This design comes from an exercise in tuning for small area, a short achievable clock period and few clock cycles on the open sky130 flow, not from production work. In this exercise RTL edits were held to simulation tests only and were not proved equivalent to the original. Power figures rest on the tool's default switching activity, not on a simulated workload.

## flow/constraint.sdc

```tcl
create_clock -name core_clock -period 6.0 [get_ports {CLK}]
set_input_delay 1.2000 -clock core_clock [delete_from_list [all_inputs] [get_ports {CLK}]]
set_output_delay 1.2000 -clock core_clock [all_outputs]
set_load 0.01 [all_outputs]
```

## flow/run.sh

```bash
#!/bin/bash
# synth_recipe.tcl (not shown) runs the flow's synth.tcl, then flattens the netlist and writes it again
# the make line also repeats each setting of config.mk as NAME=value (left out here)
make -C /OpenROAD-flow-scripts/flow DESIGN_CONFIG=/design/flow/config.mk WORK_HOME=/design/flow/orfs CLKGATE_MAP_FILE= SYNTH_SCRIPT=/design/flow/synth_recipe.tcl finish
```

## flow/design.v

```verilog
module JAM (
input CLK,
input RST,
output reg [2:0] W,
output reg [2:0] J,
input [6:0] Cost,
output reg [3:0] MatchCount,
output reg [9:0] MinCost,
output reg Valid );
localparam PRE = 2'd0, SRCH = 2'd2;
reg [1:0]  ph;
reg        qc;           
reg [2:0]  kd, jd;
reg        sk;           
reg [7:0]  Ud;           
reg [10:0] thr;          
reg [7:0]  ec;           
reg [10:0] xt;           
reg [2:0]  Ws, Js;
reg [7:0]  Us;
reg [10:0] Xs;
reg        ss;           
reg        se;           
reg [9:0]  T;            
reg        found;
reg [2:0]  js [0:6];     
reg [10:0] X  [1:6];     
reg [6:0]  r  [0:7];
reg [6:0]  c  [0:7];     
function [2:0] pe;        
    input [7:0] m;
    begin
        casez (m)
        8'b???????1: pe = 3'd0;
        8'b??????10: pe = 3'd1;
        8'b?????100: pe = 3'd2;
        8'b????1000: pe = 3'd3;
        8'b???10000: pe = 3'd4;
        8'b??100000: pe = 3'd5;
        8'b?1000000: pe = 3'd6;
        default:     pe = 3'd7;
        endcase
    end
endfunction
wire        hi   = |thr[10:7];
wire [7:0]  dlt  = {1'b0, thr[6:0]} - {1'b0, Cost};
wire        le   = hi | ~dlt[7];
wire        lt   = hi | (~dlt[7] & |dlt[6:0]);
wire        ev   = (ph == SRCH) & ~Valid & ~sk;
wire        leaf = (kd == 3'd7);
wire        desc = ev & ~leaf & le;
wire        hit  = ev & leaf & le;
wire        impr = hit & lt;
wire [7:0]  Uc   = Ud | (8'd1 << jd);
wire [2:0]  fc   = pe(~Uc);
wire [2:0]  sf   = pe(~(Uc | (8'd1 << fc)));
wire [2:0]  kc   = kd + 3'd1;
always @(*) begin
    if (desc) begin
        W = kc; J = fc;
    end else begin
        W = Ws; J = Js;
    end
end
function [10:0] add3c;
    input [10:0] a, b;
    input [6:0]  k;
    reg   [10:0] nk, sm, cy;
    begin
        nk = ~{4'd0, k};
        sm = a ^ b ^ nk;
        cy = (a & b) | (a & nk) | (b & nk);
        add3c = sm + {cy[9:0], 1'b1};
    end
endfunction
wire [10:0] thrc = add3c(thr, {3'd0, ec}, Cost);    
wire [10:0] Xc   = add3c(thr, xt, Cost);            
wire [6:0]  rc2  = r[kd + 3'd2];
wire [7:0]  ecc  = {1'b0, rc2} + {1'b0, c[sf]};
wire [10:0] xtc  = {4'd0, rc2} - {1'b0, T};
wire [7:0]  sibm = ~Us & (8'hFE << Js);
wire        hs   = |sibm;
wire [2:0]  ka   = Ws - 3'd1;
wire [2:0]  ja   = js[ka];
wire [7:0]  Ua   = Us & ~(8'd1 << ja);
wire [7:0]  pma  = ~Ua & (8'hFE << ja);
wire        ha   = (Ws != 3'd0) & |pma;
wire [2:0]  kb   = Ws - 3'd2;
wire [2:0]  kx   = ha ? ka : kb;
wire [10:0] Xk   = (kx == 3'd0) ? {4'd0, r[0]} : X[kx];
wire [2:0]  jb   = js[kb];
wire [7:0]  Ub   = Ua & ~(8'd1 << jb);
wire [7:0]  pmb  = ~Ub & (8'hFE << jb);
wire        hb   = (Ws[2:1] != 2'd0) & |pmb;
reg [2:0]  nW, nJ;
reg [7:0]  nU;
reg [10:0] nX;
reg        nss, nse;
always @(*) begin
    nss = 1'b0; nse = 1'b0;
    nW = Ws; nJ = pe(sibm); nU = Us; nX = Xs;
    if (!hs) begin
        if (ha) begin
            nW = ka; nJ = pe(pma); nU = Ua; nX = Xk;
        end else begin
            nW = kb; nJ = hb ? pe(pmb) : jb; nU = Ub; nX = Xk;
            if (!hb) begin
                if (Ws[2:1] == 2'd0 || Ws == 3'd2) nse = 1'b1;
                else nss = 1'b1;
            end
        end
    end
end
wire [10:0] thrs = {1'b0, T} + Xs + {4'd0, c[Js]};
wire [2:0]  fs   = pe(~(Us | (8'd1 << Js)));
wire [6:0]  rs1  = r[Ws + 3'd1];
wire [7:0]  ecs  = {1'b0, rs1} + {1'b0, c[fs]};
wire [10:0] xts  = {4'd0, rs1} - {1'b0, T};
wire [9:0]  s    = (T - thr[9:0]) + {3'd0, Cost};
wire [6:0]  q     = {qc, Ws, Js};
wire [6:0]  rowv  = (Js == 3'd2) ? T[6:0] : ((T[6:0] < thr[6:0]) ? T[6:0] : thr[6:0]);
wire        rowe  = (Js == 3'd1) & (q >= 7'd9) & ~qc | (q == 7'd65);           
wire [6:0]  val   = Xs[6:0] - r[7];                        
wire        row0  = (q >= 7'd10) & (q <= 7'd17);
wire [6:0]  cmin  = row0 ? val : ((val < c[0]) ? val : c[0]);
wire        colp  = (q >= 7'd10);
wire        rowa  = (Js == 3'd2) & (q >= 7'd10) & (q <= 7'd66);   
wire        fina  = (q >= 7'd67);                           
wire [9:0]  madd  = (ph == SRCH) ? T : (rowa ? {3'd0, r[7]} : {3'd0, c[7]});
wire        pend  = ~desc & ~impr & se;                   
always @(posedge CLK or posedge RST) begin
    if (RST) begin
        ph <= PRE;
        qc <= 1'b0;
        sk <= 1'b1;
        Ws <= 3'd0;
        Js <= 3'd0;
        Valid <= 1'b0;
    end else if (!Valid) begin
        case (ph)
        PRE: begin
            sk <= 1'b0;
            {qc, Ws, Js} <= {qc, Ws, Js} + 7'd1;
            if (q == 7'd74) begin
                ph <= SRCH;
                sk <= 1'b1;
                Ws <= 3'd0;
                Js <= 3'd0;
            end
        end
        default: begin
            if (desc) begin
                sk <= 1'b0;
                if (kd != 3'd6) begin
                    Ws <= kc; Js <= sf;
                end
            end else if (impr) begin
                sk <= 1'b1;
            end else if (se) begin
                if (found | hit) Valid <= 1'b1;
                else begin
                    sk <= 1'b1;
                    Ws <= 3'd0;
                    Js <= 3'd0;
                end
            end else begin
                sk <= ss;
                Ws <= nW; Js <= nJ;
            end
        end
        endcase
    end
end
integer i;
always @(posedge CLK) begin
    if (!Valid) begin
        case (ph)
        PRE: begin
            found <= 1'b0;
            if (!sk && q != 7'd74) begin
                T[6:0] <= Cost;
                for (i = 1; i < 6; i = i + 1) X[i][6:0] <= X[i+1][6:0];
                X[6][6:0] <= T[6:0];
                Us[6:0] <= X[1][6:0];
                Xs[6:0] <= Us[6:0];
                thr[6:0] <= rowv;
                for (i = 0; i < 7; i = i + 1) c[i] <= c[i+1];
                c[7] <= colp ? cmin : c[0];
                if (rowe) begin
                    for (i = 0; i < 7; i = i + 1) r[i] <= r[i+1];
                    r[7] <= rowv;
                end
            end
            if (rowa || fina)
                MinCost <= ((q == 7'd10) ? 10'd0 : MinCost) + madd;
            if (q == 7'd74) begin
                T <= 10'd15;
                Us <= 8'd0;
                Xs <= {4'd0, r[0]};
                ss <= 1'b0;
                se <= 1'b0;
            end
        end
        default: begin
            if (hit) begin
                found <= 1'b1;
                MatchCount <= (lt | ~found) ? 4'd1 : MatchCount + 4'd1;
                if (lt) T <= s;
            end
            if (desc) begin
                kd <= kc; jd <= fc;
                Ud <= Uc; thr <= thrc; ec <= ecc; xt <= xtc;
                js[kd] <= jd;
                if (kd != 3'd6) X[kc] <= Xc;
                if (kd != 3'd6) begin
                    Us <= Uc; Xs <= Xc; ss <= 1'b0; se <= 1'b0;
                end
            end else if (impr) begin
            end else if (se) begin
                if (!(found | hit)) begin
                    T <= {T[8:0], 1'b1};
                    Us <= 8'd0;
                    Xs <= {4'd0, r[0]};
                    ss <= 1'b0;
                    se <= 1'b0;
                end else begin
                    MinCost <= MinCost + madd;
                end
            end else begin
                kd <= Ws; jd <= Js;
                Ud <= Us; thr <= thrs; ec <= ecs; xt <= xts;
                Us <= nU; Xs <= nX; ss <= nss; se <= nse;
            end
        end
        endcase
    end
end
endmodule
```

## flow/config.mk

```make
export PLATFORM = sky130hd
export DESIGN_NAME = JAM
export DESIGN_NICKNAME = JAM
export VERILOG_FILES = /design/flow/design.v
export SDC_FILE = /design/flow/constraint.sdc
export NUM_CORES = 4
export LEC_CHECK = 0
export CAP_MARGIN = 20
export CORE_MARGIN = 2
export CORE_UTILIZATION = 40
export SETUP_SLACK_MARGIN = 2.0
export SLEW_MARGIN = 20
```

==> metrics.md, run 1 <==
| Metric | Value |
|---|---|
| CTS buffer count | 38 |
| Vias per inst | just over 6 |
| Worst VDD drop | roughly 0.00023 V |
| Drt wl/cell | around 26 um |
| Layout area overhead | 25.7% |
| Mapped Area | 0.0220 mm^2 |
| Tot GR Track Use | approximately a quarter |
| Nets | 2495 |
| Hold buffer count at cts | 0 |
| Sequence of cells on the critical path | buf_12, inv_12, ha_4, nor2b_1, o21a_1, o21a_1, o31a_1, nor4_4, buf_4, or4_4, buf_6, buf_8, a21oi_4, buf_2 |
| Dpl hpwl | 54.4 mm |
| Distinct cells, synth | 93 |
| Final period util | about four fifths |
| Ys flop type | edfxtp_1 |
| Global-route wire length before repair | ~110 mm |
| Ys async rst share | 3.14% |
| Synthesized flop and latch total | 318 |
| Peak Freq | between 200 and 250 MHz |
| Post-DRT Antenna Nets | 0 |
| Initial antenna violation count | 0 |
| Die height | approximately 240 um |
| Drc violations | 0 |
| Clk slew on worst S/H paths | 60 ps |
| Seq/Total Area, Yosys | 43.2% |
| Finished Cell Area | around 0.028 mm^2 |
| YS warnings | 3 |
| DR iter-0 viols | 2222 |
| Core Area | 0.0540 mm^2 |
| Mapped Cells | 2093 |
| Power Dens Cells | 304 mW/mm^2 |
| Critical path peak fanout | 4 |
| CP max stage delay | 600 ps |
| Deepest clock path buffer count | 3 |
| Clk_skew | ~29 ps |
| Die Area | around 0.057 mm^2 |
| Slew @ Worst Pin | 1070 ps |
| Vias in the first global route | 18000 |
| Ports | 30 |
| Largest net degree at the start of global routing | 68 |
| Vias | between 15000 and 20000 |
| Row cnt | between 80 and 90 |
| Slowest cell on the critical path | or4_4 |
| Clock Sinks | 318 |
| Critical Path Source Type | input port |
| CP most frequent cell | o21a_1 |
| Max transition margin | between 20% and 30% |
| Worst EP arrival | 3620 ps |
| Setup Viol. Count Final | 0 |
| Initial Utilization | about two fifths |
| Total negative setup slack | 0 ps |
| HP Class | reg -> reg |
| Final WL | 77.5 mm |
| Status | complete, no violations |
| DRT Pass-1 Iters | 9 |
| Worst-skew pair later-pin latency | 570 ps |
| Net Count, Synth | 2271 |
| Fin crit period | 4820 ps |
| Root Driver | clkbuf_16 |
| Placed cell area | 0.0237 mm^2 |
| Post-synth EDFFs | 308 |
| Share of cells above drive strength 1 | 28.6% |
| Leak | 0.0108 uW |
| CP bufs+invs | 6 |
| RePlAce Congestion | approximately 0.94 |
| Port-buffer cells | 29 |
| RSZ-0062 raised after global routing | true |
| Synthesized area per cell | 10.5 um^2 |
| CP delay by family, top | simple AND/OR/NAND/NOR gates |
| Final hold vios | 0 |
| Die X | 238 um |
| Max Cap Viol | 0 |
| Kind of critical path | in -> out |
| H-tree depth | 2 |
| Req. time, crit path | 4800 ps |
| CTS tree | done |
| Max Slew Vio Count | 0 |
| Worst setup EP type | output port |
| Global route total overflow | 0 |
Yosys cell counts, types with 37 or more instances:
cell | instances | share of area, %
a21o_1 | 38 | 1.3
inv_1 | 183 | 3.1
mux2_2 | 87 | 4.5
nand2_1 | 170 | 2.9
o21ai_0 | 81 | 1.8
edfxtp_1 | 308 | 42
nand3_1 | 42 | 0.96
mux2i_1 | 44 | 2.0
fa_1 | 37 | 3.4
xnor2_1 | 57 | 2.3
a21oi_1 | 157 | 3.6
clkbuf_1 | 72 | 1.2
ha_1 | 132 | 7.5
nor2_1 | 132 | 2.3
worst paths after layout:
kind                         start  slack (ps)  depth (start not counted)      end
max                        Cost[1]        1180                         14     W[0]
min reg2reg                r[5][6]         470                          0  r[4][6]
min in group asynchronous      RST        1100                          2       qc
min                        r[5][6]         470                          0  r[4][6]
max reg2reg                 thr[0]        1360                         25   xt[10]
max in group asynchronous      RST        4530                          2    Js[1]
routing by layer:
layer / vias up / GRT usage (%) / share of wire [%]
li1: 8318 / - / -
met1: 9253 / 35.5 / 41
met2: 1009 / 42.6 / 47
met3: 219 / 4.14 / 7.5
met4: 0 / 12.0 / 4.6
met5: - / 0 / 0
power by group:
group / total (uW) / internal, uW / switching [uW] / leakage, uW
Clock: 2270 / 1320 / 958 / 0.000585
Sequential: 3160 / 2830 / 330 / 0.00318
Combinational: 2960 / 1350 / 1610 / 0.00707
kinds of logic after synthesis:
logic type | Yosys count | share of synthesized area, %
muxes | 153 | 8.23
xor gates and xnor gates | 77 | 3.10
and+or+nand+nor | 513 | 11.1
adders and majority gates | 169 | 10.9
AOI/OAI and AO/OA | 581 | 18.4
DFF | 318 | 43.2
buffers and inverters | 282 | 5.07
metrics by stage:
stage / worst slack [ps] / hold WS, ps / instances / utilization [%] / power (uW)
finish: 1180 / 472 / 3039 / 51.1 / 8390
global route: 1140 / 484 / 3038 / 51.1 / 8780
CTS: 1230 / 461 / 2960 / 48.9 / 8110
detailed placement: 4.16 / 460 / 2790 / 43.9 / 5490
global placement: 37.8 / 450 / 2790 / 43.9 / 5450
floorplan: 1210 / 443 / 2093 / - / 4660
sequential cells by signal, indices dropped and copies added, names as in the netlist, 4 cells and up:
signal and flops:
X 85, MinCost 10, ec 8, T 10
Ud 8, MatchCount 4, Us 8, js 21
thr 11, xt 11, r 56, c 56
Xs 11
final cells by class:
type	count	area (um^2)
clock buffers	44	995
inverters	184	733
diodes	1	2.50
clock inverters	21	191
fillers	4770	26400
well taps	696	871
flip-flops and latches	318	9510
repair buffers	280	2560
multi-input cells	1495	12800
what timing repair did:
item | CTS | global route
pin swaps | 74 | 92
gates resized for setup | 214 | 127
setup buffers | 103 | 74
endpoints found under the setup margin | 339 | 223
gates cloned | 2 | 4
cell usage in the layout, fill, tap and decap left out, types with 26 or more instances in the layout:
master,n
clkbuf_16,41
inv_1,164
a21oi_1,110
fa_1,28
nor3_1,26
a21o_1,35
nor2b_1,26
ha_1,105
nand2_1,157
nor2_1,113
o21ai_0,56
buf_4,195
mux2i_1,41
a222oi_1,27
xnor2_1,54
a21oi_2,36
mux2_2,85
nand3_1,34
edfxtp_1,308
buf_6,38
Testbench counts, summed over its fixed seeds: cycles 12,897.
==> run 2: changes to the inputs <==
--- a/flow/design.v
+++ b/flow/design.v
@@ -16,4 +16,5 @@
 reg [10:0] thr;          
-reg [7:0]  ec;           
-reg [10:0] xt;           
+reg [6:0]  rn;           
+reg [6:0]  cf;           
+reg        rowa, fina;   
 reg [2:0]  Ws, Js;
@@ -29,2 +30,37 @@
 reg [6:0]  c  [0:7];     
+function [10:0] kadd;
+    input [10:0] a, b;
+    input        ci;
+    reg   [10:0] g, p, gg, pp, cy;
+    integer i, d;
+    begin
+        g = a & b;
+        p = a ^ b;
+        gg = g;
+        pp = p;
+        gg[0] = g[0] | (p[0] & ci);
+        for (d = 1; d < 11; d = d * 2)
+            for (i = 10; i >= d; i = i - 1) begin
+                gg[i] = gg[i] | (pp[i] & gg[i-d]);
+                pp[i] = pp[i] & pp[i-d];
+            end
+        cy = {gg[9:0], ci};
+        kadd = p ^ cy;
+    end
+endfunction
+function gt7;
+    input [6:0] a, b;
+    reg   [6:0] g, e;
+    reg         g10, e10, g32, e32, g54, e54, g30, e30, g64;
+    begin
+        g = a & ~b;
+        e = ~(a ^ b);
+        g10 = g[1] | (e[1] & g[0]);  e10 = e[1] & e[0];
+        g32 = g[3] | (e[3] & g[2]);  e32 = e[3] & e[2];
+        g54 = g[5] | (e[5] & g[4]);  e54 = e[5] & e[4];
+        g30 = g32 | (e32 & g10);
+        g64 = g[6] | (e[6] & g54);   e30 = e32 & e10;
+        gt7 = g64 | (e[6] & e54 & g30);
+    end
+endfunction
 function [2:0] pe;        
@@ -45,9 +81,7 @@
 wire        hi   = |thr[10:7];
-wire [7:0]  dlt  = {1'b0, thr[6:0]} - {1'b0, Cost};
-wire        le   = hi | ~dlt[7];
-wire        lt   = hi | (~dlt[7] & |dlt[6:0]);
-wire        ev   = (ph == SRCH) & ~Valid & ~sk;
-wire        leaf = (kd == 3'd7);
-wire        desc = ev & ~leaf & le;
-wire        hit  = ev & leaf & le;
+wire        le   = hi | ~gt7(Cost, thr[6:0]);
+wire        lt   = hi | gt7(thr[6:0], Cost);
+reg         dp, dl;      
+wire        desc = dp & le;
+wire        hit  = dl & le;
 wire        impr = hit & lt;
@@ -64,18 +98,19 @@
 end
-function [10:0] add3c;
-    input [10:0] a, b;
+function [10:0] add4c;
+    input [10:0] a, b, d;
     input [6:0]  k;
-    reg   [10:0] nk, sm, cy;
+    reg   [10:0] nk, s1, c1, s2, c2;
     begin
         nk = ~{4'd0, k};
-        sm = a ^ b ^ nk;
-        cy = (a & b) | (a & nk) | (b & nk);
-        add3c = sm + {cy[9:0], 1'b1};
-    end
-endfunction
-wire [10:0] thrc = add3c(thr, {3'd0, ec}, Cost);    
-wire [10:0] Xc   = add3c(thr, xt, Cost);            
+        s1 = a ^ b ^ d;
+        c1 = {((a & b) | (a & d) | (b & d)), 1'b0};
+        s2 = s1 ^ c1 ^ nk;
+        c2 = {((s1 & c1) | (s1 & nk) | (c1 & nk)), 1'b1};
+        add4c = kadd(s2, {c2[10:1], 1'b0}, 1'b1);
+    end
+endfunction
+wire [10:0] thrc = add4c(thr, {4'd0, rn}, {4'd0, cf}, Cost);    
+wire [10:0] Xc   = add4c(thr, {4'd0, rn}, ~{1'b0, T}, Cost) + 11'd1;   
 wire [6:0]  rc2  = r[kd + 3'd2];
-wire [7:0]  ecc  = {1'b0, rc2} + {1'b0, c[sf]};
-wire [10:0] xtc  = {4'd0, rc2} - {1'b0, T};
+wire [6:0]  cc2  = c[sf];
 wire [7:0]  sibm = ~Us & (8'hFE << Js);
@@ -113,8 +148,13 @@
 end
-wire [10:0] thrs = {1'b0, T} + Xs + {4'd0, c[Js]};
+wire [6:0]  cjs  = c[Js];
+wire [10:0] ts1  = {1'b0, T} ^ Xs ^ {4'd0, cjs};
+wire [10:0] tc1  = ({1'b0, T} & Xs) | ({1'b0, T} & {4'd0, cjs}) | (Xs & {4'd0, cjs});
+wire [10:0] thrs = kadd(ts1, {tc1[9:0], 1'b0}, 1'b0);
 wire [2:0]  fs   = pe(~(Us | (8'd1 << Js)));
 wire [6:0]  rs1  = r[Ws + 3'd1];
-wire [7:0]  ecs  = {1'b0, rs1} + {1'b0, c[fs]};
-wire [10:0] xts  = {4'd0, rs1} - {1'b0, T};
-wire [9:0]  s    = (T - thr[9:0]) + {3'd0, Cost};
+wire [6:0]  cs1  = c[fs];
+wire [10:0] ss1  = {1'b0, T} ^ ~thr ^ {4'd0, Cost};
+wire [10:0] sc1  = ({1'b0, T} & ~thr) | ({1'b0, T} & {4'd0, Cost}) | (~thr & {4'd0, Cost});
+wire [10:0] sfull = kadd(ss1, {sc1[9:0], 1'b0}, 1'b1);
+wire [9:0]  s    = sfull[9:0];           
 wire [6:0]  q     = {qc, Ws, Js};
@@ -126,4 +166,2 @@
 wire        colp  = (q >= 7'd10);
-wire        rowa  = (Js == 3'd2) & (q >= 7'd10) & (q <= 7'd66);   
-wire        fina  = (q >= 7'd67);                           
 wire [9:0]  madd  = (ph == SRCH) ? T : (rowa ? {3'd0, r[7]} : {3'd0, c[7]});
@@ -132,2 +170,4 @@
     if (RST) begin
+        dp <= 1'b0;
+        dl <= 1'b0;
         ph <= PRE;
@@ -142,2 +182,4 @@
             sk <= 1'b0;
+            dp <= 1'b0;
+            dl <= 1'b0;
             {qc, Ws, Js} <= {qc, Ws, Js} + 7'd1;
@@ -151,4 +193,8 @@
         default: begin
+            dp <= 1'b0;
+            dl <= 1'b0;
             if (desc) begin
                 sk <= 1'b0;
+                dp <= (kc != 3'd7);
+                dl <= (kc == 3'd7);
                 if (kd != 3'd6) begin
@@ -167,2 +213,4 @@
                 sk <= ss;
+                dp <= ~ss & (Ws != 3'd7);
+                dl <= ~ss & (Ws == 3'd7);
                 Ws <= nW; Js <= nJ;
@@ -193,2 +241,4 @@
             end
+            rowa <= (Js == 3'd1) & (q >= 7'd9) & (q <= 7'd65);
+            fina <= (q >= 7'd66);
             if (rowa || fina)
@@ -211,3 +261,3 @@
                 kd <= kc; jd <= fc;
-                Ud <= Uc; thr <= thrc; ec <= ecc; xt <= xtc;
+                Ud <= Uc; thr <= thrc; rn <= rc2; cf <= cc2;
                 js[kd] <= jd;
@@ -230,3 +280,3 @@
                 kd <= Ws; jd <= Js;
-                Ud <= Us; thr <= thrs; ec <= ecs; xt <= xts;
+                Ud <= Us; thr <= thrs; rn <= rs1; cf <= cs1;
                 Us <= nU; Xs <= nX; ss <= nss; se <= nse;
==> metrics.md, run 2 <==
| Metric | Value |
|---|---|
| Status | complete, no violations |
| Vias | 18100 |
| Drc violations | 0 |
| Layout area overhead | 20.9% |
| Most common cell after layout, fill and taps aside | edfxtp_1 |
| H-tree depth | 2 |
| Total negative setup slack | 0 ps |
| DR iter-0 viols | 2423 |
| Clock Sinks | 317 |
| Worst-skew pair later-pin latency | 560 ps |
| CTS tree | done |
| FF-to-FF End | thr[4] |
| Slew @ Worst Pin | 1180 ps |
| Ys flop type | edfxtp_1 |
| CTS buffer count | 39 |
| Fin crit period | 4230 ps |
| Nets | 2418 |
| Most flops, register | X |
| CP most frequent cell | buf_6 |
| Die Area | around 0.057 mm^2 |
| Vias per inst | approximately 6 |
| Power Dens Cells | 381 mW/mm^2 |
| Crit path launch | Cost[1] |
| CP delay by family, top | compound AO/OA/AOI/OAI gates |
| Peak Freq | 237 MHz |
| Worst EP arrival | 3030 ps |
| Share of cells above drive strength 1 | 20.3% |
| Synthesized flop and latch total | 317 |
| Worst VDD drop | 0.000346 V |
| Vias in the first global route | 17700 |
| DRT Pass-1 Iters | 9 |
| Row cnt | 85 |
| Global-route wire length before repair | roughly 110 mm |
| Leading area contributor after synthesis | edfxtp_1 |
| Final hold vios | 0 |
| Root Driver | clkbuf_16 |
| Hold buffer count at cts | 0 |
| Critical Path Source Type | input port |
| Drt wl/cell | 24.9 um |
| Max Cap Viol | 0 |
| Initial Utilization | 40.6% |
| Max Slew Vio Count | 0 |
| Mapped Area | 0.0219 mm^2 |
| Net Count, Synth | 2283 |
| Final WL | around 74 mm |
| Core Area | 0.0539 mm^2 |
| Worst r2r src | Js[1] |
| Setup Viol. Count Final | 0 |
| YS warnings | 3 |
| Global route total overflow | 0 |
| Port-buffer cells | 29 |
| Most frequent cells in the layout | edfxtp_1, inv_1, nand2_1, buf_4, nor2_1 |
| RSZ-0062 raised after global routing | true |
| Ant diodes | 0 |
| Clk_skew | 17.9 ps |
| Mapped Cells | 2101 |
| Most frequent cells after synthesis | edfxtp_1, inv_1, nand2_1 |
| Slowest cell on the critical path | a21o_2 |
| Final std cells w/o fill | 2962 |
| Biggest registers after layout | X x85, c x56, r x56 |
| Initial antenna violation count | 0 |
| Dpl hpwl | between 50 and 60 mm |
| CP bufs+invs | 5 |
| R2r worst-path depth | 22 |
| Die X | around 240 um |
| Placed insts | between 2000 and 3000 |
| Largest net degree at the start of global routing | 57 |
| Post-DRT Antenna Nets | 0 |
| CP Depth | 12 |
| Synthesized area per cell | 10.4 um^2 |
| Most common cell in the netlist | edfxtp_1 |
| Leak | between 0.01 and 0.015 uW |
| Die height | 238 um |
| CP max stage delay | 300 ps |
| HP Class | reg -> reg |
| Ports | 30 |
| Seq/Total Area, Yosys | 43.2% |
| Ys async rst share | 3.79% |
| RePlAce Congestion | 0.936 |
| Worst Hold Path Cells | 0 |
| Max transition margin | 21.3% |
| Post-synth EDFFs | 305 |
| Req. time, crit path | 4800 ps |
| Max reg flops | 85 |
| Kind of critical path | in -> out |
| R2r setup slk | 1970 ps |
| Sequence of cells on the critical path | buf_12, inv_12, ha_4, and3b_1, o21a_1, o2111ai_1, a21o_2, and2_4, buf_6, buf_6, o21ai_4, buf_6 |
| Clk slew on worst S/H paths | 60 ps |
| Top cells by area, synth | edfxtp_1, ha_1, mux2i_1, fa_1, inv_1 |
| Tot GR Track Use | 25.7% |
| Distinct cells, synth | 91 |
| Area share of the largest cell type after synthesis | 41.9% |
| Number of fill cells | between 4000 and 5000 |
| Critical path peak fanout | 5 |
| Worst setup EP type | output port |
| Deepest clock path buffer count | 3 |
| Final period util | 70.4% |
| CP endpoint | W[1] |
run 2: cell types whose count changed after synthesis, moves of 10 or more:
cell / delta
o21a_1: +10
a21o_1: -21
a22oi_1: +18
a21oi_1: -23
nand2_1: -11
and2_1: +17
xnor2_1: -12
o21bai_1: -10
mux2_2: -65
mux2i_1: +69
o221ai_1: -14
o21ai_0: +59
run 2: kinds of logic (layout without fill, tap and decap cells):
family / count (synthesis) / after routing / synth area share (%)
AOI/OAI and AO/OA: 613 / 614 / 19.1
muxes: 153 / 153 / 8.15
and+or+nand+nor: 484 / 485 / 10.2
DFF: 317 / 317 / 43.2
xor gates and xnor gates: 60 / 60 / 2.40
adders and majority gates: 173 / 173 / 11.5
buffers and inverters: 301 / 464 / 5.43
run 2: layout make-up:
| type | count | area (um^2) | share of cell area (%) |
|---|---|---|---|
| timing repair buffer | 198 | 1720 | 6.48 |
| clock buffer | 49 | 1060 | 3.99 |
| inverter | 194 | 776 | 2.93 |
| multi-input combinational | 1485 | 12300 | 46.3 |
| timing repair inverter | 1 | 8.76 | 0.0331 |
| clock inverter | 22 | 310 | 1.17 |
| tap | 696 | 871 | 3.29 |
| sequential | 317 | 9470 | 35.8 |
run 2: worst min path at each step:
stage                 start  endpoint  slack (ps)
global placement    r[3][4]   r[2][4]         460
floorplan           r[6][3]   r[5][3]         440
CTS                 r[1][3]   r[0][3]         480
detailed placement  r[1][3]   r[0][3]         460
finish              r[1][3]   r[0][3]         480
global route        r[1][3]   r[0][3]         480
run 2: what timing repair did:
| action | 4_1_cts | 5_1_grt |
|---|---|---|
| endpoints found under the hold margin | 0 | 0 |
| endpoints found under the setup margin | 422 | 191 |
| cloned | 2 | 1 |
| buffers inserted | 68 | 41 |
| pin swaps | 43 | 37 |
| gates resized for setup | 187 | 85 |
run 2: power by group:
group          internal, uW  leakage [uW]  switching (uW)
registers              2940       0.00305             375
clock network          1590      0.000667             971
logic                  1840       0.00664            2370
run 2: worst register-to-register path, delay by kind of cell, from the launching register on:
family                   cells  cell delay (ps)
flip-flops                   1              460
XOR/XNOR                     1               50
adder cells (fa/ha/maj)      4             1070
AO/OA/AOI/OAI                7             1190
AND/OR/NAND/NOR              3              370
buffers and inverters        7              640
run 2: through the flow:
| stage | hold slack [ps] | utilization, % | cell area, um^2 | total power [uW] | setup WS (ps) |
|---|---|---|---|---|---|
| 2_1_floorplan | 444 | - | 22200 | 5390 | 1960 |
| 3_3_place_gp | 458 | 43.1 | 23300 | 6620 | 465 |
| 3_5_place_dp | 462 | 43.1 | 23300 | 6640 | 434 |
| 4_1_cts | 476 | 47.8 | 25800 | 9730 | 1740 |
| 5_1_grt | 483 | 49.1 | 26500 | 10600 | 1740 |
| 6_report | 479 | 49.1 | 26500 | 10100 | 1770 |
run 2: metal layers:
layer / vias to the layer above / track usage, % / share of wire (%)
li1: 8079 / - / -
met1: 8904 / 34.7 / 41
met2: 931 / 41.0 / 46
met3: 198 / 4.16 / 8.7
met4: 0 / 11.2 / 4.6
met5: - / 0 / 0
Testbench counts of run 2, summed over its fixed seeds: cycles 12,897.
==> run 3: changes to the inputs <==
--- a/flow/config.mk
+++ b/flow/config.mk
@@ -7,5 +7,6 @@
 export LEC_CHECK = 0
+export ABC_AREA = 1
 export CAP_MARGIN = 20
 export CORE_MARGIN = 2
-export CORE_UTILIZATION = 40
+export CORE_UTILIZATION = 60
 export SETUP_SLACK_MARGIN = 2.0
==> metrics.md, run 3 <==
| Metric | Value |
|---|---|
| Global-route wire length before repair | between 100 and 150 mm |
| Vias per inst | between 6 and 7 |
| DR iter-0 viols | 2585 |
| Max Slew Vio Count | 0 |
| Slew @ Worst Pin | 1170 ps |
| WHS | 450 ps |
| Layout area overhead | 17.3% |
| CTS tree | done |
| Max Cap Viol | 0 |
| Most common cell in the netlist | nand2_1 |
| Max transition margin | 21.4% |
| Port-buffer cells | 29 |
| H-tree depth | 2 |
| Net Count, Synth | between 2000 and 3000 |
| Worst r2r src | thr[3] |
| Vias in the first global route | 18000 |
| Peak Freq | 247 MHz |
| FF-to-FF End | Xs[9] |
| HP Start | r[2][6] |
| Clk slew on worst S/H paths | around 70 ps |
| RePlAce Congestion | 1.02 |
| CP bufs+invs | 5 |
| HP Class | reg -> reg |
| Ys async rst share | under 10% |
| Total net switching power | 1080 uW |
| Final period util | roughly two thirds |
| Post-DRT Antenna Nets | 0 |
| Status | complete, no violations |
| Seq/Total Area, Yosys | 44.9% |
| Mapped Area | 0.0212 mm^2 |
| Critical path peak fanout | 5 |
| Initial Utilization | 61.2% |
| Kind of critical path | in -> out |
| Fin crit period | 4050 ps |
| Worst VDD drop | 0.000235 V |
| Post-synth EDFFs | 307 |
| DRT Pass-1 Iters | 6 |
| Leading area contributor after synthesis | edfxtp_1 |
| Power Dens Cells | roughly 200 mW/mm^2 |
| Initial antenna violation count | 1 |
| Vias | roughly 19000 |
| Comb power frac | 3.8% |
| Hold buffer count at cts | 0 |
| Total negative setup slack | 0 ps |
| Share of cells above drive strength 1 | around 14% |
| Deepest clock path buffer count | 3 |
| CP max stage delay | about 230 ps |
| Worst-skew pair later-pin latency | 550 ps |
| Most flops, register | X |
| Dpl hpwl | 51.0 mm |
| Slowest cell on the critical path | a31o_4 |
| Leak | around 0.011 uW |
| Die X | 192 um |
| YS warnings | 3 |
| Hold path endpoint | r[1][6] |
| Drc violations | 0 |
| Internal power | between 3000 and 4000 uW |
| Setup Viol. Count Final | 0 |
| Most frequent cells after synthesis | nand2_1, inv_1, edfxtp_1 |
| Root Driver | clkbuf_16 |
| Max reg flops | slightly below 90 |
| Core Area | 0.0346 mm^2 |
| Clk pwr share | 47.7% |
| Mapped Cells | 2433 |
| Synthesized flop and latch total | between 300 and 400 |
| Ys flop type | edfxtp_1 |
| Top cells by area, synth | edfxtp_1, nand2_1, inv_1, ha_1, o21ai_0 |
| Worst Hold Path Cells | 0 |
| Most frequent cells in the layout | nand2_1, inv_1, edfxtp_1, o21ai_0, nand3_1 |
| Most common cell after layout, fill and taps aside | nand2_1 |
| R2r worst-path depth | 17 |
| Worst EP arrival | 2850 ps |
| Area share of the largest cell type after synthesis | 43.5% |
| Ports | 30 |
| Clock Sinks | 319 |
| Biggest registers after layout | X x87, c x56, r x56 |
| R2r setup slk | 1980 ps |
| Synthesized area per cell | 8.71 um^2 |
| Die Area | about 0.037 mm^2 |
| Tot GR Track Use | 38.4% |
| Sequential share of power | 48.6% |
| Global route total overflow | 0 |
| Clk_skew | between 15 and 20 ps |
| Final hold vios | 0 |
| Worst setup EP type | output port |
| Nets | roughly 2700 |
| Die height | 192 um |
| Sequence of cells on the critical path | buf_8, inv_4, ha_4, a31o_4, nand3_2, a21boi_2, o21ai_4, nand2_4, buf_12, clkinv_8, o211ai_1, o21ai_1, buf_2 |
| Drt wl/cell | 23.7 um |
| Largest net degree at the start of global routing | 57 |
| Switching Fraction | between 20% and 30% |
| Row cnt | slightly below 70 |
| CTS buffer count | 38 |
| Distinct cells, synth | 58 |
| RSZ-0062 raised after global routing | true |
| Req. time, crit path | 4800 ps |
| Critical Path Source Type | input port |
| Final WL | 72.2 mm |
| CP delay by family, top | compound AO/OA/AOI/OAI gates |
==> run 3: power by group through the flow <==
stage                     clock (uW)  sequential (uW)  combinational, uW
final                           2370             2410                187
after floorplan                    0             2460               95.0
after CTS                       2370             2410                170
after global placement             0             2460                149
after global routing            2440             2410                199
after detailed placement           0             2460                151
==> run 3: cells by family (layout without fill, tap and decap cells) <==
logic type                 Yosys count  after routing  share of synthesized area, %
buffers and inverters              504            660                          9.27
AOI/OAI and AO/OA                  514            514                          14.4
xor gates and xnor gates            52             52                          2.15
adders and majority gates          173            173                          11.8
DFF                                319            319                          44.9
and+or+nand+nor                    871            871                          17.4
other                                0              1                             0
==> run 3: area by class of cell <==
| type | count | area [um^2] |
|---|---|---|
| Antenna cell | 1 | 2.50 |
| Sequential cell | 319 | 9530 |
| Timing Repair inverter | 2 | 21.3 |
| Multi-Input combinational cell | 1610 | 10500 |
| Fill cell | 2558 | 9790 |
| Tap cell | 455 | 569 |
| Clock inverter | 21 | 204 |
| Inverter | 446 | 1730 |
| Timing Repair Buffer | 147 | 1240 |
| Clock buffer | 44 | 1040 |
==> run 3: timing repair <==
action	4_1_cts	5_1_grt
setup buffers	36	35
setup endpoints to repair	335	127
gates resized for setup	189	92
gates cloned	1	1
pin swaps	19	31
==> run 3: through the flow <==
stage | cells | setup WS (ps) | total power [uW] | area, um^2 | utilization [%]
2_1_floorplan | 2433 | 1890 | 2560 | 21200 | -
3_3_place_gp | 2906 | 98.1 | 2610 | 22200 | 64.0
3_5_place_dp | 2906 | 79.7 | 2610 | 22200 | 64.0
4_1_cts | 3008 | 1970 | 4960 | 24100 | 69.7
5_1_grt | 3044 | 1800 | 5050 | 24800 | 71.7
6_report | 3045 | 1950 | 4970 | 24800 | 71.7
==> run 3: worst reg2reg max path, cell delays in order (launching register included) <==
cell and delay [ps]:
edfxtp_1 440, inv_1 190, fa_1 480, fa_1 510, inv_1 70, ha_1 330
nand2_1 90, nor2_1 50, a211oi_2 260, xor2_1 200, nor3b_2 270, nand2_1 70
nor2_1 230, nand2_1 120, xnor2_1 150, inv_1 150, nand2_1 80, o21ai_1 80
==> run 3: layer usage <==
metal  GRT usage, %  up-vias  part of all wire (%)
met3           9.03      266                    13
met2           59.4     1380                    45
met5              0        -                     0
li1               -     8496                     -
met1           51.2     9142                    37
met4           18.2        0                   5.3
==> run 3: how the worst max path moves through the flow <==
| stage | endpoint | startpoint | depth (start not counted) | slack, ps |
|---|---|---|---|---|
| after floorplan | J[2] | Cost[1] | 10 | 1890 |
| after CTS | W[2] | Cost[5] | 12 | 1970 |
| after detailed placement | W[2] | Cost[2] | 10 | 80 |
| after global routing | Xs[9] | thr[3] | 17 | 1800 |
| after global placement | W[2] | Cost[2] | 10 | 100 |
| final | J[1] | Cost[1] | 13 | 1950 |
==> run 4: changes to the inputs <==
--- a/flow/design.v
+++ b/flow/design.v
@@ -27,3 +27,6 @@
 reg [2:0]  js [0:6];     
-reg [10:0] X  [1:6];     
+reg [10:0] X  [0:6];     
+reg [2:0]  ord [0:7];    
+reg [3:0]  sky [0:7];    
+reg [9:0]  sm;           
 reg [6:0]  r  [0:7];
@@ -91,7 +94,10 @@
 wire [2:0]  kc   = kd + 3'd1;
+wire [2:0]  oc   = ord[kc];
+wire [2:0]  os   = (ph == PRE) ? Ws : ord[Ws];
+wire [6:0]  r0   = r[ord[0]];
 always @(*) begin
     if (desc) begin
-        W = kc; J = fc;
+        W = oc; J = fc;
     end else begin
-        W = Ws; J = Js;
+        W = os; J = Js;
     end
@@ -113,3 +119,3 @@
 wire [10:0] Xc   = add4c(thr, {4'd0, rn}, ~{1'b0, T}, Cost) + 11'd1;   
-wire [6:0]  rc2  = r[kd + 3'd2];
+wire [6:0]  rc2  = r[ord[kd + 3'd2]];
 wire [6:0]  cc2  = c[sf];
@@ -124,3 +130,3 @@
 wire [2:0]  kx   = ha ? ka : kb;
-wire [10:0] Xk   = (kx == 3'd0) ? {4'd0, r[0]} : X[kx];
+wire [10:0] Xk   = X[kx];
 wire [2:0]  jb   = js[kb];
@@ -153,3 +159,3 @@
 wire [2:0]  fs   = pe(~(Us | (8'd1 << Js)));
-wire [6:0]  rs1  = r[Ws + 3'd1];
+wire [6:0]  rs1  = r[ord[Ws + 3'd1]];
 wire [6:0]  cs1  = c[fs];
@@ -167,3 +173,5 @@
 wire [9:0]  madd  = (ph == SRCH) ? T : (rowa ? {3'd0, r[7]} : {3'd0, c[7]});
-wire        pend  = ~desc & ~impr & se;                   
+wire [9:0]  rsum  = sm + {3'd0, T[6:0]};
+wire [9:0]  sprd  = rsum - {rowv, 3'd0};                  
+wire        srt   = (q >= 7'd66) & (q <= 7'd73);         
 always @(posedge CLK or posedge RST) begin
@@ -236,5 +244,19 @@
                 c[7] <= colp ? cmin : c[0];
+                sm <= (Js == 3'd2) ? {3'd0, T[6:0]} : rsum;
                 if (rowe) begin
-                    for (i = 0; i < 7; i = i + 1) r[i] <= r[i+1];
+                    for (i = 0; i < 7; i = i + 1) begin
+                        r[i] <= r[i+1];
+                        sky[i] <= sky[i+1];
+                        ord[i] <= ord[i+1];
+                    end
                     r[7] <= rowv;
+                    sky[7] <= sprd[9:6];
+                    ord[7] <= Ws - 3'd1;
+                end
+                if (srt) begin
+                    for (i = 0; i < 7; i = i + 1)
+                        if ((i % 2) == q[0] && sky[i] < sky[i+1]) begin
+                            sky[i] <= sky[i+1]; sky[i+1] <= sky[i];
+                            ord[i] <= ord[i+1]; ord[i+1] <= ord[i];
+                        end
                 end
@@ -248,3 +270,4 @@
                 Us <= 8'd0;
-                Xs <= {4'd0, r[0]};
+                X[0] <= {4'd0, r0};
+                Xs <= {4'd0, r0};
                 ss <= 1'b0;
@@ -272,3 +295,3 @@
                     Us <= 8'd0;
-                    Xs <= {4'd0, r[0]};
+                    Xs <= X[0];
                     ss <= 1'b0;
==> metrics.md, run 4 <==
| Metric | Value |
|---|---|
| Final std cells w/o fill | 4118 |
| HP Class | reg -> reg |
| Worst r2r src | Js[0] |
| DRT Pass-1 Iters | 6 |
| Power Dens Cells | ~190 mW/mm^2 |
| Setup ws final | 1820 ps |
| Fin crit period | 4180 ps |
| Placed insts | 3934 |
| Global-route wire length before repair | between 100 and 150 mm |
| Critical path peak fanout | 8 |
| Mapped Cells | around 3400 |
| Port-buffer cells | 29 |
| Initial antenna violation count | 6 |
| CP bufs+invs | 5 |
| Biggest registers after layout | X x88, c x56, r x56 |
| Post-synth EDFFs | 374 |
| DR iter-0 viols | 3510 |
| R2r setup slk | 1940 ps |
| CP delay by family, top | buffers and inverters |
| Clk slew on worst S/H paths | 60 ps |
| Placed cell area | 0.0287 mm^2 |
| Max Cap Viol | 0 |
| Mapped Area | 0.0278 mm^2 |
| Die Area | around 0.048 mm^2 |
| Most common cell after layout, fill and taps aside | nand2_1 |
| Drt wl/cell | about 23 um |
| Most flops, register | X |
| Die height | 219 um |
| Hold path endpoint | c[6][6] |
| Setup Viol. Count Final | 0 |
| Critical Path Source Type | register |
| Vias | 26300 |
| Hold buffer count at cts | 0 |
| Place WS | ~240 ps |
| Top cells by area, synth | edfxtp_1, nand2_1, inv_1, ha_1, o21ai_0 |
| Final WL | about 97 mm |
| Max reg flops | slightly below 90 |
| CP max stage delay | 490 ps |
| Ports | 30 |
| Finished Cell Area | around 0.032 mm^2 |
| FF-to-FF End | thr[10] |
| Max transition margin | between 10% and 20% |
| Ys async rst share | under 10% |
| Leak | 0.0137 uW |
| HP Start | c[7][6] |
| Final period util | 69.6% |
| Total negative setup slack | 0 ps |
| Power after layout | approximately 6000 uW |
| Worst Hold Path Cells | 0 |
| Tot GR Track Use | roughly 40% |
| Worst EP arrival | 2980 ps |
| Initial Utilization | 61.1% |
| Status | complete, no violations |
| Slew @ Worst Pin | 1180 ps |
| Largest net degree at the start of global routing | 96 |
| Worst setup EP type | output port |
| Sequence of cells on the critical path | buf_4, buf_4, ha_4, nand3_2, nand2_2, nand2_2, a21o_4, nand2_8, inv_8, buf_12, o41ai_4, o311ai_4, buf_2 |
| Dpl hpwl | roughly 69 mm |
| Number of fill cells | 3510 |
| Req. time, crit path | 4800 ps |
| RSZ-0062 raised after global routing | true |
| Synthesized area per cell | 8.27 um^2 |
| Distinct cells, synth | 65 |
| Most common cell in the netlist | nand2_1 |
| Worst-skew pair later-pin latency | 600 ps |
| Leading area contributor after synthesis | edfxtp_1 |
| Nets | 3703 |
| Share of cells above drive strength 1 | 12.4% |
| Seq/Total Area, Yosys | 41.5% |
| Root Driver | clkbuf_16 |
| Vias in the first global route | approximately 25000 |
| Vias per inst | between 6 and 7 |
| Ys flop type | edfxtp_1 |
| Most frequent cells in the layout | nand2_1, inv_1, edfxtp_1, o21ai_0, nor2_1 |
| Area share of the largest cell type after synthesis | 40.4% |
| Net Count, Synth | between 3000 and 4000 |
| H-tree depth | 2 |
| YS warnings | 5 |
| Drc violations | 0 |
| Most frequent cells after synthesis | nand2_1, inv_1, edfxtp_1 |
| CTS buffer count | 46 |
| Die X | roughly 220 um |
| Core Area | 0.0455 mm^2 |
| Deepest clock path buffer count | 3 |
| RePlAce Congestion | about 1.0 |
| Row cnt | roughly 80 |
| Layout area overhead | 15.6% |
| Slowest cell on the critical path | edfxtp_1 |
| Clock Sinks | between 300 and 400 |
| Kind of critical path | reg -> out |
| CTS tree | done |
| Peak Freq | 239 MHz |
| Final hold vios | 0 |
| R2r worst-path depth | 21 |
| Synthesized flop and latch total | 386 |
| Clk_skew | around 25 ps |
| Global route total overflow | 0 |
| Max Slew Vio Count | 0 |
| Worst VDD drop | between 0.0002 and 0.00025 V |
| Post-DRT Antenna Nets | 0 |
==> run 4: repair_timing <==
action / 4_1_cts / 5_1_grt
buffers inserted: 62 / 34
setup endpoints to repair: 387 / 237
resized for setup: 216 / 107
gates cloned: 2 / 0
pin swaps: 25 / 47
==> run 4: kinds of logic (layout without fill, tap and decap cells) <==
family	Yosys count	after routing	synth area share, %
simple gates	1182	1183	18.1
buf+inv	708	867	10.2
fa+ha+maj	214	214	10.9
other cells	0	1	0
flops	386	386	41.5
xor+xnor	60	60	1.89
compound gates	807	807	17.4
==> run 4: where the power goes <==
part           internal (uW)  switching, uW
Clock                   1650           1200
Sequential              2920              0
Combinational           87.2            142
Total                   4660           1340
==> run 4: cell type report <==
cell class	instances	area, um^2	area share [%]
Antenna cell	1	2.50	0.00780
Sequential cell	386	11500	35.9
Inverter	610	2360	7.35
Clock buffer	52	1190	3.72
Clock inverter	33	310	0.967
Tap cell	600	751	2.34
Multi-Input combinational cell	2264	14400	45.0
Timing Repair Buffer	172	1500	4.67
==> run 4: worst max-delay path by stage <==
stage | start | to | slack [ps] | cells after the start
global route | Js[0] | thr[10] | 1740 | 25
finish | thr[3] | W[1] | 1820 | 13
detailed placement | Cost[5] | W[1] | 240 | 13
global placement | Cost[5] | W[1] | 310 | 13
CTS | Cost[1] | W[1] | 1900 | 14
floorplan | Cost[1] | Ud[0] | 1710 | 11
==> run 4: through the flow <==
stage	hold slack, ps	util (%)
2_1_floorplan	420	-
3_3_place_gp	431	63.1
3_5_place_dp	434	63.1
4_1_cts	452	69.0
5_1_grt	459	70.6
6_report	451	70.6
==> run 4: metal layers <==
layer	global-route usage [%]	part of all wire, %
met1	50.6	37
met2	64.0	46
met3	6.89	11
met4	23.2	6.4
met5	0	0.028
Testbench counts of run 4, summed over its fixed seeds: cycles 6,463.
==> run 5: changes to the inputs <==
--- a/flow/design.v
+++ b/flow/design.v
@@ -29,4 +29,2 @@
 reg [2:0]  ord [0:7];    
-reg [3:0]  sky [0:7];    
-reg [9:0]  sm;           
 reg [6:0]  r  [0:7];
@@ -166,3 +164,5 @@
 wire [6:0]  q     = {qc, Ws, Js};
-wire [6:0]  rowv  = (Js == 3'd2) ? T[6:0] : ((T[6:0] < thr[6:0]) ? T[6:0] : thr[6:0]);
+wire        tlt   = T[6:0] < thr[6:0];
+wire        teq   = T[6:0] == thr[6:0];
+wire [6:0]  rowv  = (Js == 3'd2) ? T[6:0] : (tlt ? T[6:0] : thr[6:0]);
 wire        rowe  = (Js == 3'd1) & (q >= 7'd9) & ~qc | (q == 7'd65);           
@@ -173,2 +173,11 @@
 wire [9:0]  madd  = (ph == SRCH) ? T : (rowa ? {3'd0, r[7]} : {3'd0, c[7]});
+integer i;
+wire [9:0]  sm    = {cf[2:0], rn};
+wire        dup   = cf[3];
+reg  [4:0]  sky [0:7];
+always @(*) begin
+    for (i = 0; i < 6; i = i + 1) sky[i] = {Ud[i], X[i+1][10:7]};
+    sky[6] = {Ud[6], Xs[10:7]};
+    sky[7] = {Ud[7], thr[10:7]};
+end
 wire [9:0]  rsum  = sm + {3'd0, T[6:0]};
@@ -176,2 +185,3 @@
 wire        srt   = (q >= 7'd66) & (q <= 7'd73);         
+wire        dupv  = (Js == 3'd2) ? 1'b0 : (tlt ? 1'b0 : (teq | dup));
 always @(posedge CLK or posedge RST) begin
@@ -229,3 +239,3 @@
 end
-integer i;
+reg [4:0] skn [0:7];
 always @(posedge CLK) begin
@@ -244,3 +254,4 @@
                 c[7] <= colp ? cmin : c[0];
-                sm <= (Js == 3'd2) ? {3'd0, T[6:0]} : rsum;
+                {cf[2:0], rn} <= (Js == 3'd2) ? {3'd0, T[6:0]} : rsum;
+                cf[3] <= dupv;
                 if (rowe) begin
@@ -248,3 +259,3 @@
                         r[i] <= r[i+1];
-                        sky[i] <= sky[i+1];
+                        skn[i] = sky[i+1];
                         ord[i] <= ord[i+1];
@@ -252,4 +263,6 @@
                     r[7] <= rowv;
-                    sky[7] <= sprd[9:6];
+                    skn[7] = {~dupv, sprd[9:6]};
                     ord[7] <= Ws - 3'd1;
+                end else begin
+                    for (i = 0; i < 8; i = i + 1) skn[i] = sky[i];
                 end
@@ -258,3 +271,3 @@
                         if ((i % 2) == q[0] && sky[i] < sky[i+1]) begin
-                            sky[i] <= sky[i+1]; sky[i+1] <= sky[i];
+                            skn[i] = sky[i+1]; skn[i+1] = sky[i];
                             ord[i] <= ord[i+1]; ord[i+1] <= ord[i];
@@ -262,2 +275,12 @@
                 end
+                if (rowe || srt) begin
+                    for (i = 0; i < 6; i = i + 1) begin
+                        Ud[i] <= skn[i][4];
+                        X[i+1][10:7] <= skn[i][3:0];
+                    end
+                    Ud[6] <= skn[6][4];
+                    Xs[10:7] <= skn[6][3:0];
+                    Ud[7] <= skn[7][4];
+                    thr[10:7] <= skn[7][3:0];
+                end
             end
==> metrics.md, run 5 <==
| Metric | Value |
|---|---|
| Most frequent cells in the layout | nand2_1, inv_1, edfxtp_1, o21ai_0, nor2_1 |
| Post-synth EDFFs | 332 |
| Tot GR Track Use | 44.6% |
| Final hold vios | 0 |
| GR met3 Demand/Resource | approximately 16% |
| CP max stage delay | about 550 ps |
| Post-DRT Antenna Nets | 0 |
| HP Start | r[3][5] |
| Setup Viol. Count Final | 0 |
| Layout area overhead | 17.6% |
| Row cnt | 77 |
| CP bufs+invs | 5 |
| Core Area | 0.0444 mm^2 |
| Drt wl/cell | about 26 um |
| Synthesized area per cell | roughly 7.9 um^2 |
| Hold buffer count at cts | 0 |
| Worst Hold Path Cells | 0 |
| Vias | 28500 |
| Net Count, Synth | 3689 |
| DRT Pass-1 Iters | 17 |
| Placed insts | around 4000 |
| Global-route wire length before repair | 157 mm |
| Critical Path Source Type | register |
| Worst setup EP type | register |
| FF-to-FF End | thr[7] |
| Max reg flops | 88 |
| Deepest clock path buffer count | 3 |
| Ys flop type | edfxtp_1 |
| Total negative setup slack | 0 ps |
| Top cells by area, synth | edfxtp_1, nand2_1, ha_1, inv_1, o21ai_0 |
| Fin crit period | 4320 ps |
| Global route total overflow | 0 |
| Worst r2r src | Js[0] |
| CP delay by family, top | adder cells |
| Clk_skew | 35.8 ps |
| Most common cell in the netlist | nand2_1 |
| Leading area contributor after synthesis | edfxtp_1 |
| Peak Freq | around 230 MHz |
| DR iter-0 viols | around 5300 |
| R2r setup slk | 1680 ps |
| Power Dens Cells | roughly 170 mW/mm^2 |
| Die height | 217 um |
| Final WL | 111 mm |
| Hold path endpoint | r[2][5] |
| Die Area | 0.0469 mm^2 |
| Most common cell after layout, fill and taps aside | nand2_1 |
| Drc violations | 0 |
| Ys async rst share | 3.49% |
| Distinct cells, synth | 68 |
| Seq/Total Area, Yosys | 37.9% |
| CTS buffer count | 40 |
| Leak | 0.0140 uW |
| Largest net degree at the start of global routing | 73 |
| Worst VDD drop | 0.000268 V |
| HP Class | reg -> reg |
| Most frequent cells after synthesis | nand2_1, inv_1, edfxtp_1 |
| Max transition margin | 22.4% |
| Status | complete, no violations |
| Slew @ Worst Pin | 1150 ps |
| Initial Utilization | 61.0% |
| Worst-skew pair later-pin latency | 600 ps |
| YS warnings | 6 |
| Mapped Cells | about 3500 |
| H-tree depth | 2 |
| Req. time, crit path | 6340 ps |
| Area share of the largest cell type after synthesis | 36.8% |
| RSZ-0062 raised after global routing | true |
| Grt met1 use | 55.9% |
| Clock Sinks | 344 |
| Most flops, register | X |
| Die X | between 200 and 250 um |
| Kind of critical path | reg -> reg |
| CP most frequent cell | nand2_1 |
| Worst EP arrival | 4670 ps |
| Dpl hpwl | 77.9 mm |
| Sequence of cells on the critical path | ha_4, inv_1, nor2_2, buf_6, a2111oi_4, o221ai_2, o21ai_2, fa_1, inv_2, ha_4, inv_2, fa_2, nor2_1, o21ai_1, nand2_1, nand2_2, nand2_2, a21oi_2, or2_4, buf_4, a32o_1, nand2_1, nand2_1 |
| Ports | 30 |
| Nets | between 3000 and 4000 |
| Port-buffer cells | 29 |
| Clk slew on worst S/H paths | 70 ps |
| GR peak layer | met2 |
| Vias per inst | 6.70 |
| CTS tree | done |
| Root Driver | clkbuf_16 |
| Mapped Area | 0.0271 mm^2 |
| RePlAce Congestion | 1.05 |
| Max Slew Vio Count | 0 |
| Critical path peak fanout | 6 |
| Slowest cell on the critical path | dfrtp_2 |
| Biggest registers after layout | X x88, c x56, r x56 |
| Power after layout | 5380 uW |
| GR Layer Usage met2 | 67.4% |
| Max Cap Viol | 0 |
| Share of cells above drive strength 1 | 14.5% |
| Number of fill cells | 3253 |
| Final std cells w/o fill | 4250 |
| R2r worst-path depth | 23 |
| Initial antenna violation count | 3 |
| Synthesized flop and latch total | between 300 and 400 |
| Final period util | 72.0% |
| Vias in the first global route | 26500 |
[run 5: cell types whose count changed in the layout (fill, tap and decap cells not counted), sizes merged, moves of 10 or more]
cell / delta
nand2: +86
buf: +48
edfxtp: -42
a21oi: +26
nor2: +24
nor3: +15
o21ai: -15
ha: +14
o211ai: +14
inv: -13
a211oi: -10
nand3: -10
[run 5: worst max path at each step]
| stage | start | slack [ps] | to | cells after the start |
|---|---|---|---|---|
| 6_report | Js[0] | 1680 | thr[7] | 23 |
| 5_1_grt | Js[0] | 1600 | thr[9] | 29 |
| 4_1_cts | Js[0] | 1800 | thr[9] | 27 |
| 3_5_place_dp | Cost[6] | 240 | W[0] | 11 |
| 3_3_place_gp | Cost[6] | 270 | W[0] | 11 |
| 2_1_floorplan | Cost[1] | 1970 | J[2] | 12 |
[run 5: repair_timing]
| item | CTS | global route |
|---|---|---|
| cloned | 3 | 4 |
| hold endpoints to repair | 0 | 0 |
| resized for setup | 233 | 158 |
| pin swaps | 27 | 71 |
| endpoints found under the setup margin | 372 | 158 |
| setup buffers | 67 | 69 |
[run 5: stage by stage]
step                setup WS, ps  utilization [%]  hold slack [ps]  cell area [um^2]
detailed placement           241             63.4              434             28200
finish                      1680             71.7              428             31900
global route                1600             71.7              444             31900
CTS                         1800             69.1              435             30700
global placement             273             63.4              429             28200
floorplan                   1970                -              426             27200
[run 5: cells by family (layout without fill, tap and decap cells)]
family / Yosys count / count (layout) / synth area share (%)
flops: 344 / 344 / 37.9
simple gates: 1302 / 1304 / 20.0
compound gates: 819 / 820 / 18.2
fa+ha+maj: 228 / 228 / 11.8
other cells: 0 / 5 / 0
buf+inv: 700 / 898 / 10.2
xor+xnor: 59 / 59 / 1.91
[run 5: area by class of cell]
| class | count | area (um^2) | area share (%) |
|---|---|---|---|
| multi-input combinational | 2411 | 15300 | 48.0 |
| sequential | 344 | 10300 | 32.3 |
| inverter | 604 | 2380 | 7.46 |
| timing repair buffer | 221 | 1840 | 5.78 |
| clock buffer | 50 | 1050 | 3.29 |
| tap | 592 | 741 | 2.32 |
| clock inverter | 20 | 238 | 0.746 |
| timing repair inverter | 3 | 30.0 | 0.0942 |
| antenna | 5 | 12.5 | 0.0393 |
[run 5: where the power goes]
| part | leakage, uW | total [uW] | internal, uW | switching [uW] |
|---|---|---|---|---|
| registers | 0.00287 | 2600 | 2600 | 0 |
| clock network | 0.000622 | 2540 | 1450 | 1090 |
| logic | 0.0105 | 240 | 91.8 | 148 |
| total | 0.0140 | 5380 | 4140 | 1240 |
[run 5: per-layer routing]
layer	wire, um	vias to the layer above
met5	0	-
met4	7810	0
met3	17900	619
met2	47000	2517
met1	37800	13200
li1	-	12100
Testbench counts of run 5, summed over its fixed seeds: cycles 5,820.
==> run 6: changes to the inputs <==
--- a/flow/design.v
+++ b/flow/design.v
@@ -24,3 +24,3 @@
 reg        se;           
-reg [9:0]  T;            
+reg [9:0]  Tn;           
 reg        found;
@@ -102,5 +102,6 @@
 end
-function [10:0] add4c;
+function [10:0] add4c;          
     input [10:0] a, b, d;
     input [6:0]  k;
+    input        c0;
     reg   [10:0] nk, s1, c1, s2, c2;
@@ -109,11 +110,11 @@
         s1 = a ^ b ^ d;
-        c1 = {((a & b) | (a & d) | (b & d)), 1'b0};
+        c1 = {((a & b) | (a & d) | (b & d)), c0};
         s2 = s1 ^ c1 ^ nk;
-        c2 = {((s1 & c1) | (s1 & nk) | (c1 & nk)), 1'b1};
-        add4c = kadd(s2, {c2[10:1], 1'b0}, 1'b1);
+        c2 = (s1 & c1) | (s1 & nk) | (c1 & nk);
+        add4c = kadd(s2, {c2[9:0], 1'b0}, 1'b1);
     end
 endfunction
-wire [10:0] thrc = add4c(thr, {4'd0, rn}, {4'd0, cf}, Cost);    
-wire [10:0] Xc   = add4c(thr, {4'd0, rn}, ~{1'b0, T}, Cost) + 11'd1;   
-wire [6:0]  rc2  = r[ord[kd + 3'd2]];
+wire [10:0] thrc = add4c(thr, {4'd0, rn}, {4'd0, cf}, Cost, 1'b0);    
+wire [10:0] Xc   = add4c(thr, {4'd0, rn}, {1'b1, Tn}, Cost, kd != 3'd7);
+wire [6:0]  rc2  = (kd == 3'd6) ? 7'd0 : r[ord[kd + 3'd2]];
 wire [6:0]  cc2  = c[sf];
@@ -153,4 +154,5 @@
 wire [6:0]  cjs  = c[Js];
-wire [10:0] ts1  = {1'b0, T} ^ Xs ^ {4'd0, cjs};
-wire [10:0] tc1  = ({1'b0, T} & Xs) | ({1'b0, T} & {4'd0, cjs}) | (Xs & {4'd0, cjs});
+wire [10:0] Tx   = {1'b0, ~Tn};
+wire [10:0] ts1  = Tx ^ Xs ^ {4'd0, cjs};
+wire [10:0] tc1  = (Tx & Xs) | (Tx & {4'd0, cjs}) | (Xs & {4'd0, cjs});
 wire [10:0] thrs = kadd(ts1, {tc1[9:0], 1'b0}, 1'b0);
@@ -159,10 +161,6 @@
 wire [6:0]  cs1  = c[fs];
-wire [10:0] ss1  = {1'b0, T} ^ ~thr ^ {4'd0, Cost};
-wire [10:0] sc1  = ({1'b0, T} & ~thr) | ({1'b0, T} & {4'd0, Cost}) | (~thr & {4'd0, Cost});
-wire [10:0] sfull = kadd(ss1, {sc1[9:0], 1'b0}, 1'b1);
-wire [9:0]  s    = sfull[9:0];           
 wire [6:0]  q     = {qc, Ws, Js};
-wire        tlt   = T[6:0] < thr[6:0];
-wire        teq   = T[6:0] == thr[6:0];
-wire [6:0]  rowv  = (Js == 3'd2) ? T[6:0] : (tlt ? T[6:0] : thr[6:0]);
+wire        tlt   = Tn[6:0] < thr[6:0];
+wire        teq   = Tn[6:0] == thr[6:0];
+wire [6:0]  rowv  = (Js == 3'd2) ? Tn[6:0] : (tlt ? Tn[6:0] : thr[6:0]);
 wire        rowe  = (Js == 3'd1) & (q >= 7'd9) & ~qc | (q == 7'd65);           
@@ -172,3 +170,3 @@
 wire        colp  = (q >= 7'd10);
-wire [9:0]  madd  = (ph == SRCH) ? T : (rowa ? {3'd0, r[7]} : {3'd0, c[7]});
+wire [9:0]  madd  = (ph == SRCH) ? ~Tn : (rowa ? {3'd0, r[7]} : {3'd0, c[7]});
 integer i;
@@ -182,4 +180,4 @@
 end
-wire [9:0]  rsum  = sm + {3'd0, T[6:0]};
-wire [9:0]  sprd  = rsum - {rowv, 3'd0};                  
+wire [9:0]  rsum  = sm + {3'd0, Tn[6:0]};
+wire [3:0]  sprd  = rsum[9:6] - rowv[6:3];               
 wire        srt   = (q >= 7'd66) & (q <= 7'd73);         
@@ -246,5 +244,5 @@
             if (!sk && q != 7'd74) begin
-                T[6:0] <= Cost;
+                Tn[6:0] <= Cost;
                 for (i = 1; i < 6; i = i + 1) X[i][6:0] <= X[i+1][6:0];
-                X[6][6:0] <= T[6:0];
+                X[6][6:0] <= Tn[6:0];
                 Us[6:0] <= X[1][6:0];
@@ -254,3 +252,3 @@
                 c[7] <= colp ? cmin : c[0];
-                {cf[2:0], rn} <= (Js == 3'd2) ? {3'd0, T[6:0]} : rsum;
+                {cf[2:0], rn} <= (Js == 3'd2) ? {3'd0, Tn[6:0]} : rsum;
                 cf[3] <= dupv;
@@ -263,3 +261,3 @@
                     r[7] <= rowv;
-                    skn[7] = {~dupv, sprd[9:6]};
+                    skn[7] = {~dupv, sprd};
                     ord[7] <= Ws - 3'd1;
@@ -291,3 +289,3 @@
             if (q == 7'd74) begin
-                T <= 10'd15;
+                Tn <= ~10'd15;
                 Us <= 8'd0;
@@ -303,3 +301,3 @@
                 MatchCount <= (lt | ~found) ? 4'd1 : MatchCount + 4'd1;
-                if (lt) T <= s;
+                if (lt) Tn <= Xc[9:0];
             end
@@ -316,3 +314,3 @@
                 if (!(found | hit)) begin
-                    T <= {T[8:0], 1'b1};
+                    Tn <= {Tn[8:0], 1'b0};
                     Us <= 8'd0;
==> metrics.md, run 6 <==
| Metric | Value |
|---|---|
| Status | complete, no violations |
| H-tree depth | 2 |
| Layout area overhead | 15.6% |
| Net Count, Synth | 3478 |
| Mapped Cells | about 3300 |
| CTS buffer count | 41 |
| Slew @ Worst Pin | 1240 ps |
| Critical path peak fanout | 5 |
| Vias | 27100 |
| Ys flop type | edfxtp_1 |
| Deepest clock path buffer count | 3 |
| Peak Freq | 235 MHz |
| Placed cell area | 0.0270 mm^2 |
| Clk slew on worst S/H paths | 60 ps |
| Most frequent cells after synthesis | nand2_1, inv_1, edfxtp_1 |
| Power Dens Cells | between 500 and 600 mW/mm^2 |
| Most common cell after layout, fill and taps aside | nand2_1 |
| Core Area | 0.0429 mm^2 |
| Worst EP arrival | 4560 ps |
| Clk_skew | between 30 and 40 ps |
| Setup Viol. Count Final | 0 |
| Drc violations | 0 |
| Dpl hpwl | 76.0 mm |
| Die height | 212 um |
| Die Area | 0.0450 mm^2 |
| DRT Pass-1 Iters | 9 |
| RePlAce Congestion | 1.07 |
| Initial antenna violation count | 4 |
| Most common cell in the netlist | nand2_1 |
| Share of cells above drive strength 1 | 11.7% |
| RSZ-0062 raised after global routing | true |
| Final core occ | 70.1% |
| Critical Path Source Type | register |
| Distinct cells, synth | 63 |
| Worst VDD drop | 0.000475 V |
| Drt wl/cell | ~26 um |
| Kind of critical path | reg -> reg |
| Largest net degree at the start of global routing | 57 |
| Initial Utilization | about three fifths |
| Clock Sinks | 344 |
| Final period util | 71.0% |
| Max transition margin | 16.4% |
| HP Class | reg -> reg |
| Die X | 212 um |
| Vias per inst | ~6.8 |
| Biggest registers after layout | X x88, c x56, r x56 |
| Top cells by area, synth | edfxtp_1, nand2_1, inv_1, ha_1, o21ai_0 |
| Synthesized area per cell | 7.94 um^2 |
| Seq/Total Area, Yosys | 39.5% |
| Req. time, crit path | approximately 6300 ps |
| Max Slew Vio Count | 0 |
| Area share of the largest cell type after synthesis | 38.4% |
| Vias in the first global route | 25100 |
| Mapped Area | 0.0260 mm^2 |
| Post-DRT Antenna Nets | 0 |
| Global route total overflow | 0 |
| Worst-skew pair later-pin latency | between 600 and 700 ps |
| Max Cap Viol | 0 |
| Number of fill cells | 3348 |
| Row cnt | 76 |
| Ports | 30 |
| DR iter-0 viols | 5215 |
| Ys async rst share | 3.49% |
| Max reg flops | 88 |
| Fin crit period | about 4300 ps |
| Root Driver | clkbuf_16 |
| Port-buffer cells | 29 |
| Final WL | approximately 100 mm |
| Tot GR Track Use | between 40% and 50% |
| Final hold vios | 0 |
| Most frequent cells in the layout | nand2_1, inv_1, edfxtp_1, o21ai_0, nor2_1 |
run 6: cell count changes in the layout (fill, tap and decap cells not counted), moves of 12 or more:
cell,delta
ha_1,-23
xor2_1,-12
nand2_2,-17
o211ai_1,+21
nor2_1,-17
inv_1,-57
buf_4,-52
clkinvlp_4,+14
o221ai_1,-16
run 6: path summary, 6_finish.rpt:
kind                              start  cells past startpoint  slack [ps]  endpoint
worst max-delay path              Js[0]                     23        1740    thr[9]
min in group asynchronous           RST                      2        1000        qc
worst min register to register  r[3][0]                      0         420   r[2][0]
worst max register to register    Js[0]                     23        1740    thr[9]
max in group asynchronous           RST                      2        4490     Ws[2]
worst min-delay path            r[3][0]                      0         420   r[2][0]
run 6: cell families after synthesis:
group                      synth area share [%]
and+or+nand+nor                            20.0
adders and majority gates                  10.6
AOI/OAI and AO/OA                          19.0
DFF                                        39.5
buffers and inverters                      9.38
xor gates and xnor gates                   1.52
run 6: per-stage QoR:
step / hold slack (ps) / power, uW / worst slack (ps) / instances
after floorplan: 426 / 8960 / 1900 / 3274
after global placement: 429 / 11500 / 442 / 3844
after detailed placement: 434 / 11700 / 417 / 3844
after CTS: 426 / 15100 / 1850 / 3971
after global routing: 431 / 17000 / 1580 / 4011
final: 421 / 16300 / 1740 / 4012
run 6: critical path: stages, from the launching register on:
cell and delay (ps):
dfrtp_2 490, ha_4 210, ha_4 180, buf_6 130
nand2_4 60, o2111ai_4 120, a2111oi_4 350, a21oi_2 120
fa_1 560, ha_2 200, inv_2 50, fa_2 370
nor2_2 150, o21ai_2 80, nand2_1 50, nand2_1 60
nand2_1 80, a21oi_2 60, o21ai_1 160, a21oi_1 100
o21ai_1 160, o21ai_1 80, nand2_1 80, o21ai_1 80
run 6: cell type report:
class / count / area, um^2 / share of cell area (%)
repair inverters: 2 / 12.5 / 0.0416
clock inverters: 32 / 363 / 1.21
clock buffers: 42 / 1050 / 3.50
well taps: 585 / 732 / 2.44
inverters: 530 / 2070 / 6.90
diodes: 1 / 2.50 / 0.00833
flip-flops and latches: 344 / 10300 / 34.2
multi-input cells: 2310 / 14100 / 47.0
repair buffers: 166 / 1420 / 4.73
run 6: per-layer routing:
metal  track usage (%)  wire, um  vias up
met5                 0        27        -
met4              25.7      7300        4
met3              14.1     16300      604
met2              67.7     44200     2484
met1              59.7     36700    12500
li1                  -         -    11600
run 6: timing repair:
item                       CTS  global route
pin swaps                   25            31
buffers inserted            51            39
setup endpoints to repair  361           107
resized for setup          184           101
hold buffers                 0             0
gates cloned                 2             1
run 6: power by group:
part           internal (uW)  switching [uW]
clock network           1550            1140
logic                   3460            7080
registers               2960             150
Testbench counts of run 6, summed over its fixed seeds: cycles 5,693.
